From an optimization exercise on the open Yosys and OpenROAD flow, aimed at small area; shortcuts taken in it are not production practice.
In this exercise RTL edits were held to simulation tests only and were not proved equivalent to the original.
Power and IR drop assume default switching activity.

$ cat flow/design.v
`timescale 1ns / 1ps
module topmodule(
    input CLK100MHZ,
    input CPU_RESETN,
    input [1:0]SW,
    input BTNL, BTNR,
    output CA, CB, CC, CD, CE, CF, CG, DP,
    output [7:0]AN,
    output [7:0]LED
);
    wire clk = CLK100MHZ;
    wire rst = ~CPU_RESETN;
    function automatic [3:0] inc10(input [3:0] d);    
        inc10 = (d[3] & d[0]) ? 4'd0 : d + 4'd1;
    endfunction
    function automatic [6:0] inc60(input [6:0] m);    
        if (m[3] & m[0])
            inc60 = {((m[6] & m[4]) ? 3'd0 : m[6:4] + 3'd1), 4'd0};
        else
            inc60 = {m[6:4], m[3:0] + 4'd1};
    endfunction
    function automatic [5:0] inc24(input [5:0] h);    
        if (h[5] & h[1] & h[0])                       
            inc24 = 6'd0;
        else if (h[3] & h[0])                         
            inc24 = {h[5:4] + 2'd1, 4'd0};
        else
            inc24 = {h[5:4], h[3:0] + 4'd1};
    endfunction
    logic [3:0] c0, c1, c2;
    wire c0_9 = c0[3] & c0[0];
    wire c1_9 = c1[3] & c1[0];
    always_ff @(posedge clk) begin
        if (rst) begin
            c0 <= 4'd0; c1 <= 4'd0; c2 <= 4'd0;
        end else begin
            c0 <= inc10(c0);
            if (c0_9) c1 <= inc10(c1);
            if (c0_9 & c1_9) c2 <= inc10(c2);
        end
    end
    wire scan_en = c0[2] & ~c0[1] & ~c0[0];                        
    wire led_en  = c0_9 & c1[2] & ~c1[1] & ~c1[0];                 
    wire tick    = c2[2] & c2[0] & ~c2[1] & ~c1[3] & ~c1[2] & ~c1[1] & ~c1[0]
                   & ~c0[3] & ~c0[2] & ~c0[1] & c0[0];             
    logic [1:0] d1, d2, outb, p1, p2;
    logic [5:0] cntL, cntR;
    wire [1:0] in_b = {BTNL, BTNR};
    wire [1:0] flag = {cntL[5], cntR[5]};
    wire [1:0] edg  = d1 ^ d2;
    always_ff @(posedge clk) begin
        d2 <= d1;        
        p2 <= p1;        
        if (rst) begin
            d1 <= 2'b0;
            outb <= 2'b0;
            p1 <= 2'b0;
            cntL <= 6'd0;
            cntR <= 6'd0;
        end else begin
            d1 <= in_b;
            outb <= (flag & d2) | (~flag & outb);
            p1 <= outb;
            if (edg[1]) cntL <= 6'd1; else if (!flag[1]) cntL <= cntL + 6'd1;
            if (edg[0]) cntR <= 6'd1; else if (!flag[0]) cntR <= cntR + 6'd1;
        end
    end
    wire [1:0] pulse = p1 & ~p2;           
    logic [5:0] ch, ah;                    
    logic [6:0] cm, am;                    
    logic [6:0] cs;                        
    wire amode = SW[1];
    wire [5:0] dh = amode ? ah : ch;       
    wire [6:0] dm = amode ? am : cm;
    wire [6:0] ds = amode ? 7'd0 : cs;
    wire [5:0] dh_inc = inc24(dh);         
    wire [6:0] dm_inc = inc60(dm);
    wire [5:0] ch_e = (pulse[1] & ~amode) ? dh_inc : ch;
    wire [6:0] cm_e = (pulse[0] & ~amode) ? dm_inc : cm;
    wire s59  = cs[6] & cs[4] & cs[3] & cs[0];
    wire m59  = cm_e[6] & cm_e[4] & cm_e[3] & cm_e[0];
    always_ff @(posedge clk) begin
        if (rst) begin
            cs <= 7'd0; cm <= 7'd0; ch <= 6'd0;
            am <= 7'd1; ah <= 6'd0;
        end else begin
            cs <= tick ? inc60(cs) : cs;
            cm <= (tick & s59) ? inc60(cm_e) : cm_e;
            ch <= (tick & s59 & m59) ? inc24(ch_e) : ch_e;
            if (pulse[1] & amode) ah <= dh_inc;
            if (pulse[0] & amode) am <= dm_inc;
        end
    end
    logic alarm_q;
    always_ff @(posedge clk) begin
        if (rst) alarm_q <= 1'b0;
        else     alarm_q <= ~amode & (ch == ah) & (cm == am) & (cs == 7'd0);
    end
    wire h_ge13 = dh[5] | (dh[4] & (dh[3] | (dh[1] & dh[0]) | dh[2]));
    wire pm = SW[0] & h_ge13;
    logic [5:0] hd;
    always_comb begin
        if (pm) begin
            if (dh[5])       
                hd = {1'b0, dh[1], ~dh[1], 2'b0, dh[0]};
            else             
                hd = {2'b00, dh[3:0] - 4'd2};
        end else
            hd = dh;
    end
    logic [2:0] j;
    always_ff @(posedge clk) begin
        if (rst)          j <= 3'b000;
        else if (scan_en) j <= {j[1:0], ~j[2]};
    end
    wire [5:0] sel;
    assign sel[0] = ~j[2] & ~j[0];
    assign sel[1] = j[0] & ~j[1];
    assign sel[2] = j[1] & ~j[2];
    assign sel[3] = j[2] & j[0];
    assign sel[4] = j[1] & ~j[0];
    assign sel[5] = j[2] & ~j[1];
    wire [3:0] digit = ({4{sel[0]}} & ds[3:0])
                     | ({4{sel[1]}} & {1'b0, ds[6:4]})
                     | ({4{sel[2]}} & dm[3:0])
                     | ({4{sel[3]}} & {1'b0, dm[6:4]})
                     | ({4{sel[4]}} & hd[3:0])
                     | ({4{sel[5]}} & {2'b0, hd[5:4]});
    wire b3 = digit[3], b2 = digit[2], b1 = digit[1], b0 = digit[0];
    wire sa = b3 | b1 | ~(b2 ^ b0);
    wire sb = ~b2 | ~(b1 ^ b0);
    wire sc = b2 | ~b1 | b0;
    wire sd = b3 | (~b2 & ~b0) | (b1 & ~b0) | (~b2 & b1) | (b2 & ~b1 & b0);
    wire se = (~b2 & ~b0) | (b1 & ~b0);
    wire sf = b3 | (~b1 & ~b0) | (b2 & ~b1) | (b2 & ~b0);
    wire sg = b3 | (b2 ^ b1) | (b1 & ~b0);
    assign {CA, CB, CC, CD, CE, CF, CG} = ~{sa, sb, sc, sd, se, sf, sg};
    assign DP = ~sel[2];
    assign AN = {~sel, 2'b11};
    logic lstate;
    logic [5:0] lcnt;
    always_ff @(posedge clk) begin
        if (rst) lstate <= 1'b0;
        else     lstate <= alarm_q | (lstate & ~(&lcnt));
        if (rst | (led_en & ~lstate)) lcnt <= 6'd0;
        else if (led_en)              lcnt <= lcnt + 6'd1;
    end
    wire [7:0] shift = 8'd1 << lcnt[2:0];
    assign LED[7:1] = lstate ? shift[7:1] : 7'd0;
    assign LED[0]   = lstate ? shift[0] : pm;
endmodule
$ cat flow/run.sh
#!/bin/bash
# synth_recipe.tcl (not shown) runs the flow's synth.tcl, then flattens the netlist and writes it again
# the make line also repeats each setting of config.mk as NAME=value (left out here)
make -C /OpenROAD-flow-scripts/flow DESIGN_CONFIG=/design/flow/config.mk WORK_HOME=/design/flow/orfs CLKGATE_MAP_FILE= SYNTH_SCRIPT=/design/flow/synth_recipe.tcl finish
$ cat flow/config.mk
export PLATFORM = sky130hd
export DESIGN_NAME = topmodule
export DESIGN_NICKNAME = topmodule
export VERILOG_FILES = /design/flow/design.v
export SDC_FILE = /design/flow/constraint.sdc
export NUM_CORES = 4
export LEC_CHECK = 0
export CAP_MARGIN = 20
export CORE_MARGIN = 2
export CORE_UTILIZATION = 40
export SLEW_MARGIN = 20
$ cat flow/constraint.sdc
create_clock -name core_clock -period 10.0 [get_ports {CLK100MHZ}]
set_input_delay 2.0000 -clock core_clock [delete_from_list [all_inputs] [get_ports {CLK100MHZ}]]
set_output_delay 2.0000 -clock core_clock [all_outputs]
set_load 0.01 [all_outputs]
==> results by group <==
Synth
  – Synth top area share: 0.331
  – Distinct cell type count after synthesis: 67
  – Synth area leader: dfxtp_1
  – Cells after Synth: 577
  – Post-Syn Area per Cell: 8.18 um^2
  – Top FF cell, synth: dfxtp_1
  – Number of enable flip-flop cells after synthesis: 0
  – Synthesized flop and latch total: 78
  – Async SR Flop Fraction: 0
  – Sequential area share after synthesis: 0.331
  – YS warnings: 1
  – Top post-synthesis cells by area: dfxtp_1 (33%), ha_1 (7.7%), nor2_1 (5.3%)
  – Most common cell in the netlist: dfxtp_1
  – Commonest cells in the netlist: dfxtp_1 (78), nor2_1 (66), nand2_1 (63), a21oi_1 (32), inv_1 (31)
  – Mapped cell area: 0.00472 mm^2

Die
  – Height of the die: 113 um
  – Row cnt: 39
  – Die Wd: 113 um
  – Io pins: 30
  – Core outline area: 0.0115 mm^2
  – Starting Density: 0.411
  – Die area: 0.0127 mm^2

Power and ir drop
  – Pleak: 2.09 nW
  – Combinational power share: 0.042
  – Register share of total power: 0.485
  – VDD IR max: 0.0916 mV
  – Sw power: 0.143 mW
  – Switching share of total power: 0.218
  – Power consumption: 0.658 mW
  – Clk pwr share: 0.473
  – PwrDens: 123 mW/mm^2
  – Cell internal pwr: 0.515 mW

Setup path
  – Worst r2r dst: ch[4]
  – Slowest stage delay, CP: 0.99 ns
  – Slowest stage cell on the critical path: clkdlybuf4s50_1
  – Sequence of cells on the critical path: clkdlybuf4s50_1, mux2i_1, inv_1, ha_1, o21bai_1, and2_1, mux2i_1, a2111oi_1, inv_1, ha_1, nor2_1, nand2_1, a211oi_1, clkdlybuf4s50_1
  – WP data arrival: 6.41 ns
  – Crit path capture type: output port
  – R2r startpoint: cm[0]
  – Startpoint types: input port
  – R2R cell count: 6
  – R2r setup slk: 7.39 ns
  – Critical path fanouts, max: 22
  – CP required: 8.00 ns
  – Crit Path Class: in2out

Final layout
  – Share of cells above drive strength 1: 0.0553
  – Ant. Diodes: 0
  – Layout overhead on the synthesized area: 13.5%
  – Fin util: 0.467
  – Nets: 629

Clock network
  – CTS Buf Count: 9
  – Worst skew pair latency: 0.34 ns
  – Post-CTS setup buffers: 0
  – CTS Hold Bufs: 0
  – CTS max path bufs: 2
  – Sink Count: 78
  – Root buffer selected by CTS: clkbuf_16
  – CTS resizes: 0
  – Clock slew at reported path FFs: 0.06 ns
  – H-tree lvl count: 3
  – TritonCTS clock tree: yes

Timing
  – Clock skew: 0.00338 ns
  – Final period util: 0.841
  – Max-slew violations: 0
  – Setup-failing EPs final: 0
  – Post-layout min period: 8.41 ns
  – Fin. Hold Viols: 0
  – Setup TNS: 0 ns
  – Worst-margin pin slew: 0.905 ns
  – Max Clk Rate: 0.119 GHz
  – RSZ-0062 raised after global routing: no
  – Slack of the critical path: 1.59 ns
  – Relative slew slack: 0.395

Hold path
  – Hold/Removal Path Class: reg2reg
  – Worst hold endpoint: d2[1]
  – Worst hold path depth: 0
  – Hold wc startpoint: d1[1]

Routing
  – DRT iter0 DRCs: 221
  – Routed wire length: 11.0 mm
  – Drt wl/cell: 14.8 um
  – Total number of vias: 4032
  – ANT nets after route: 0
  – DRC: 0
  – Routed vias/inst: 5.45
  – First-pass DRT Iterations: 4

Global route
  – Tot GR Track Use: 0.181
  – Largest net degree at the start of global routing: 44
  – First-pass GRT wire length: 18.5 mm
  – Antenna violations before repair: 0
  – Remaining Overflow, GRT: 0
  – Vias in the first global route: 3821

Placement
  – Placer congestion estimate: 0.904
  – Pre-CTS setup slack: 1.42 ns
  – Port bufs: 27
  – Dpl hpwl: 8.28 mm

Run status
  – Status: timing/DRC/antenna clean

Run
  – MaxCap Viol Count: 0
[sequential cells by signal, summed over array words and instances (netlist names), named ones only]
register and flops:
cs 7, lcnt 6, d2 2, cm 7
ah 6, am 7, j 3, d1 2
ch 6, lstate 1, p2 2, cntL 6
cntR 6, alarm_q 1, p1 2, c1 4
c2 4, c0 4
[worst max path at each step]
stage,from,to,slack [ns],cells after the start
global placement,SW[1],CD,1.55,14
global route,SW[1],CD,1.13,14
detailed placement,SW[1],CD,1.42,14
floorplan,SW[1],CD,2.88,14
finish,SW[1],CD,1.59,14
CTS,SW[1],CD,1.42,14
[power by group through the flow]
stage,Clock (mW),Sequential (mW),Combinational (mW)
6_report,0.311,0.319,0.0279
4_1_cts,0.318,0.319,0.0279
2_1_floorplan,0,0.325,0.0205
3_3_place_gp,0,0.326,0.0273
3_5_place_dp,0,0.326,0.0278
5_1_grt,0.331,0.320,0.0312
[cells in the final DEF (no fill, tap or decap), drive strengths merged, types with 11 or more instances in the layout]
cell type      Yosys  layout
o21ai             17      17
nor2              66      66
xor2              16      16
a21oi             33      33
nand2             63      63
inv               31      31
and3              12      12
xnor2             25      25
dfxtp             78      78
and2              15      15
mux2i             21      21
nand3             17      17
ha                29      29
clkdlybuf4s50      0      27
nor3              11      11
[cells by family after synthesis]
logic type / synth area share
flops: 0.331
compound gates: 0.154
xor+xnor: 0.0761
buf+inv: 0.0504
other cells: 0.000795
mux: 0.0589
simple gates: 0.252
fa+ha+maj: 0.0769
[metrics by stage]
step           cell area, um^2  hold slack [ns]  std cells
2_1_floorplan             4720            0.347        578
3_3_place_gp              5080            0.355        726
5_1_grt                   5360            0.376        740
3_5_place_dp              5080            0.363        726
6_report                  5360            0.368        740
4_1_cts                   5350            0.371        740
[area by class of cell]
type	count	area, um^2
clock buffer	9	225
clock inverter	5	52.6
fill	1107	6110
inverter	32	120
multi-input combinational	443	2930
sequential	78	1560
tap	143	179
timing repair buffer	30	293
[critical path: cells and delay by family]
| kind | cells | cell delay (ns) |
|---|---|---|
| AO/OA/AOI/OAI | 3 | 1.09 |
| buffers and inverters | 4 | 1.83 |
| multiplexers | 2 | 0.59 |
| adder cells (fa/ha/maj) | 2 | 0.48 |
| AND/OR/NAND/NOR | 3 | 0.42 |
[per-layer routing]
| layer | routed length, um | global-route usage | vias up |
|---|---|---|---|
| met3 | 552 | 0.0400 | 17 |
| li1 | - | - | 2043 |
| met5 | 0 | 0 | - |
| met1 | 5210 | 0.246 | 1893 |
| met4 | 234 | 0.0683 | 0 |
| met2 | 4980 | 0.280 | 79 |

## what the ideal ports hide
The results above use ideal ports. As a check the final layout listed here was re-extracted and re-timed, cells and wires unchanged. Step 1, drivers: a clkbuf_16 drives CLK100MHZ and a buf_2 each remaining input, both assumed. Step 2 adds t to the input delays and takes it off the output delays; t is the mean of the earliest and latest rising clock arrival at the registers after step 1. Input paths then give back, and output paths get back, about the clock's delay inside the block. Slacks: no drivers / after step 1 / after step 2; pairs: no drivers / after step 1.
shift t [ns]: 0.371
slack for setup (ns): 1.587 / 1.544 / 1.544
hold slack, ns: 0.368 / 0.368 / 0.368
worst register clock-pin slew, ns: 0.06 / 0.06
cell pins on the clock port's net: 1
After both steps this run still meets setup and hold. The setup slack of this run moves by -0.043 ns with the drivers and by -0.043 ns with both steps.
